Source: an optimization exercise on an open RTL-to-GDS flow (aim: small area, a short achievable clock period and few clock cycles). Production flows keep margins and buffers that such runs may drop. Only simulation tests tie the RTL to the original design; equivalence was not proved. Power is estimated from default activity; no workload was simulated.

Design filter, start of the top module:
module filter (
	input wire clk,
	input wire rst_n,
	input wire fc_valid,
	input wire [7:0] working_pixel,
	input signed [7:0] fc,
	input wire start,
	output reg [7:0] out_pixel,
	output reg out_valid,
	output wire [15:0] addr,
	output wire wen,
	output wire en,
	output wire [7:0] d
);
Size: ~380 flip-flops, roughly 55 I/O pins, roughly 21000 um2 of cells after synthesis.
clock: 10.0 ns
lec_check: 0
abc_clock_period_in_ps: 3000
cap_margin: 20
core_margin: 2
core_utilization: 60
place_density: 0.7
slew_margin: 20
synth_hierarchical: 1
synth_minimum_keep_size: 0
standard.sh (not shown) runs the stock make flow with config.mk's settings and CLKGATE_MAP_FILE= SYNTH_SCRIPT=/design/flow/synth_recipe.tcl, a recipe that flattens the netlist after the stock synthesis.
==> flow/flow/run.sh <==
#!/bin/bash
# The standard layout (standard.sh), with timing repair asked to leave 6.9 ns of
# setup slack at the design's clock period, and larger clock-tree clusters.
set -euo pipefail
bash standard.sh SETUP_SLACK_MARGIN=6.9 \
  "CTS_ARGS=-sink_clustering_enable -repair_clock_nets -sink_clustering_size 25 -sink_clustering_max_diameter 100 -sink_buffer_max_cap_derate 1.0 -buf_list sky130_fd_sc_hd__clkbuf_16" \
  finish > flow_make.log 2>&1
Testbench counts at the start, summed over its fixed seeds: cycles 1,981,686.
Edit:
==> flow/flow/run.sh (replaced) <==
#!/bin/bash
# The standard layout (standard.sh), with timing repair asked to leave 6.95 ns of
# setup slack at the design's clock period, and larger clock-tree clusters.
set -euo pipefail
bash standard.sh SETUP_SLACK_MARGIN=6.95 \
  "CTS_ARGS=-sink_clustering_enable -repair_clock_nets -sink_clustering_size 25 -sink_clustering_max_diameter 100 -sink_buffer_max_cap_derate 1.0 -buf_list sky130_fd_sc_hd__clkbuf_16" \
  finish > flow_make.log 2>&1
The changed run finished clean.
Non-clock buffer count increases by 18.
Worst setup slack gets better by 0.047 ns.
Sequential power stays flat.
Routed wire length increases by a few percent.
Synthesized cell count stays the same.
Count of clock-buffer cells in the layout does not change.
Clock skew stays flat.
Core utilization increases by 1.3 points.
Clock power is about the same.
Combinational power barely changes.
Edit:
==> flow/flow/run.sh (replaced) <==
#!/bin/bash
# The standard layout (standard.sh), with timing repair asked to leave 6.9 ns of
# setup slack at the design's clock period, and larger clock-tree clusters.
set -euo pipefail
bash standard.sh SETUP_SLACK_MARGIN=6.9 \
  "CTS_ARGS=-sink_clustering_enable -repair_clock_nets -sink_clustering_size 25 -sink_clustering_max_diameter 100 -sink_buffer_max_cap_derate 1.0 -buf_list sky130_fd_sc_hd__clkbuf_16" \
  finish > flow_make.log 2>&1
ABC_AREA = 1   (was default)
ABC_CLOCK_PERIOD_IN_PS = default   (was 3000)
The new run completed with no timing, DRC or antenna violations.
Sequential share of layout area fell by 0.23 points.
Hold slack is better by 0.0035 ns.
Fmax fell by 3.2%.
Die area fell by 0.93%.
Edit:
==> flow/flow/run.sh (replaced) <==
#!/bin/bash
# The standard layout (standard.sh), with timing repair asked to leave 6.8 ns of
# setup slack at the design's clock period, and larger clock-tree clusters.
set -euo pipefail
bash standard.sh SETUP_SLACK_MARGIN=6.8 \
  "CTS_ARGS=-sink_clustering_enable -repair_clock_nets -sink_clustering_size 25 -sink_clustering_max_diameter 100 -sink_buffer_max_cap_derate 1.0 -buf_list sky130_fd_sc_hd__clkbuf_16" \
  finish > flow_make.log 2>&1
ABC_AREA = default   (was 1)
ABC_CLOCK_PERIOD_IN_PS = 3000   (was default)
What happened: Total power climbs by 27%; final area drops by 3.4%; cell count drops by 24%; hold slack gains 0.026 ns.
Edit:
==> flow/flow/run.sh (replaced) <==
#!/bin/bash
# The standard layout (standard.sh), with timing repair asked to leave 6.9 ns of
# setup slack at the design's clock period, and larger clock-tree clusters.
set -euo pipefail
bash standard.sh SETUP_SLACK_MARGIN=6.9 \
  "CTS_ARGS=-sink_clustering_enable -repair_clock_nets -sink_clustering_size 25 -sink_clustering_max_diameter 100 -sink_buffer_max_cap_derate 1.0 -buf_list sky130_fd_sc_hd__clkbuf_16" \
  finish > flow_make.log 2>&1
CORE_UTILIZATION = 50   (was 60)
PLACE_DENSITY = 0.6   (was 0.7)
- cell count grows by 5.1%
- worst hold slack improved by 0.0039 ns
- register-to-register slack improved by 0.13 ns
- non-clock buffer count grows by 22
- routed wire length grows by 8.9%
- worst setup slack improved by 0.095 ns
- synthesized area is unchanged
Edit:
CORE_UTILIZATION = 70   (was 50)
PLACE_DENSITY = 0.8   (was 0.6)
What happened: Critical path depth is unchanged. Area after synthesis does not change. Power stays flat.

* * *

== 03-05 ==
filter again, from the RTL that the note above started with.
## filter
module filter (
	input wire clk,
	input wire rst_n,
	input wire fc_valid,
	input wire [7:0] working_pixel,
	input signed [7:0] fc,
	input wire start,
	output reg [7:0] out_pixel,
	output reg out_valid,
	output wire [15:0] addr,
	output wire wen,
	output wire en,
	output wire [7:0] d
);
export LEC_CHECK = 0
export ABC_CLOCK_PERIOD_IN_PS = 3000
export CAP_MARGIN = 20
export CORE_MARGIN = 2
export CORE_UTILIZATION = 60
export PLACE_DENSITY = 0.7
export SLEW_MARGIN = 20
export SYNTH_HIERARCHICAL = 1
export SYNTH_MINIMUM_KEEP_SIZE = 0
create_clock -name core_clock -period 10.0 [get_ports {clk}]
==> flow/flow/run.sh <==
#!/bin/bash
# The standard layout (standard.sh), with timing repair asked to leave 6.6 ns of
# setup slack at the design's clock period, and larger clock-tree clusters.
set -euo pipefail
bash standard.sh SETUP_SLACK_MARGIN=6.6 \
  "CTS_ARGS=-sink_clustering_enable -repair_clock_nets -sink_clustering_size 25 -sink_clustering_max_diameter 100 -sink_buffer_max_cap_derate 1.0 -buf_list sky130_fd_sc_hd__clkbuf_16" \
  finish > flow_make.log 2>&1
03-05: no failed stages, no open violations at the end
Testbench counts of 03-05, summed over its fixed seeds: cycles 1,981,686.
The inputs of 02-03 differ from those of 03-05 as listed below.
--- a/flow/flow/run.sh
+++ b/flow/flow/run.sh
@@ -2 +2 @@
-# The standard layout (standard.sh), with timing repair asked to leave 6.6 ns of
+# The standard layout (standard.sh), with timing repair asked to leave 7 ns of
@@ -5 +5 @@
-bash standard.sh SETUP_SLACK_MARGIN=6.6 \
+bash standard.sh SETUP_SLACK_MARGIN=7 \
Notes after the runs:
Every stage of the flow completed for 02-03, and the final layout passed the timing, DRC and antenna checks. Taking 03-05 as the reference, in 02-03 layout sequential cell count flat, worst hold margin higher, required time of the critical path saw little to no change, global-route wire length before repair +2.2%, detailed route wirelength on metal2 higher. 02-03 vs 03-05: post-route clock period utilization down in 02-03. Combinational share of power across 02-03 and 03-05: no real change. The higher transition time at the pin with the least slew margin came out of 03-05.

==> what the ideal ports hide <==
The flow's constraints put no driver on any port. The routed layouts listed below were extracted and timed again, unchanged, in two steps. Step 1 sets driving cells, clkbuf_16 on the clock port and buf_2 on the other inputs (assumed; they add their load-dependent delay and slew). Step 2, shift: input delay + t, output delay - t, t = (earliest + latest rising clock arrival at the registers) / 2. This alone moves slack from input paths to output paths. Three values: ideal, step 1, step 2; two values: the first two.
run	t (ns)	setup WS [ns]	worst setup path after step 2
the first run of note 1	0.577	6.936 / 6.885 / 6.446	input to register
the second run of note 1	0.585	6.984 / 6.929 / 6.453	input to register
the third run of note 1	0.595	6.883 / 6.883 / 6.471	input to register
the fourth run of note 1	0.581	6.839 / 6.784 / 6.286	input to register
the fifth run of note 1	0.593	6.934 / 6.880 / 6.462	input to register
the sixth run of note 1	0.572	6.924 / 6.874 / 6.431	input to register
03-05	0.577	6.706 / 6.706 / 6.176	input to register
02-03	0.577	6.993 / 6.950 / 6.483	input to register
After both steps every run listed still meets setup and hold. For the fourth run of note 1, which loses most, drivers alone change the setup slack by -0.055 ns; drivers and shift together by -0.553 ns.
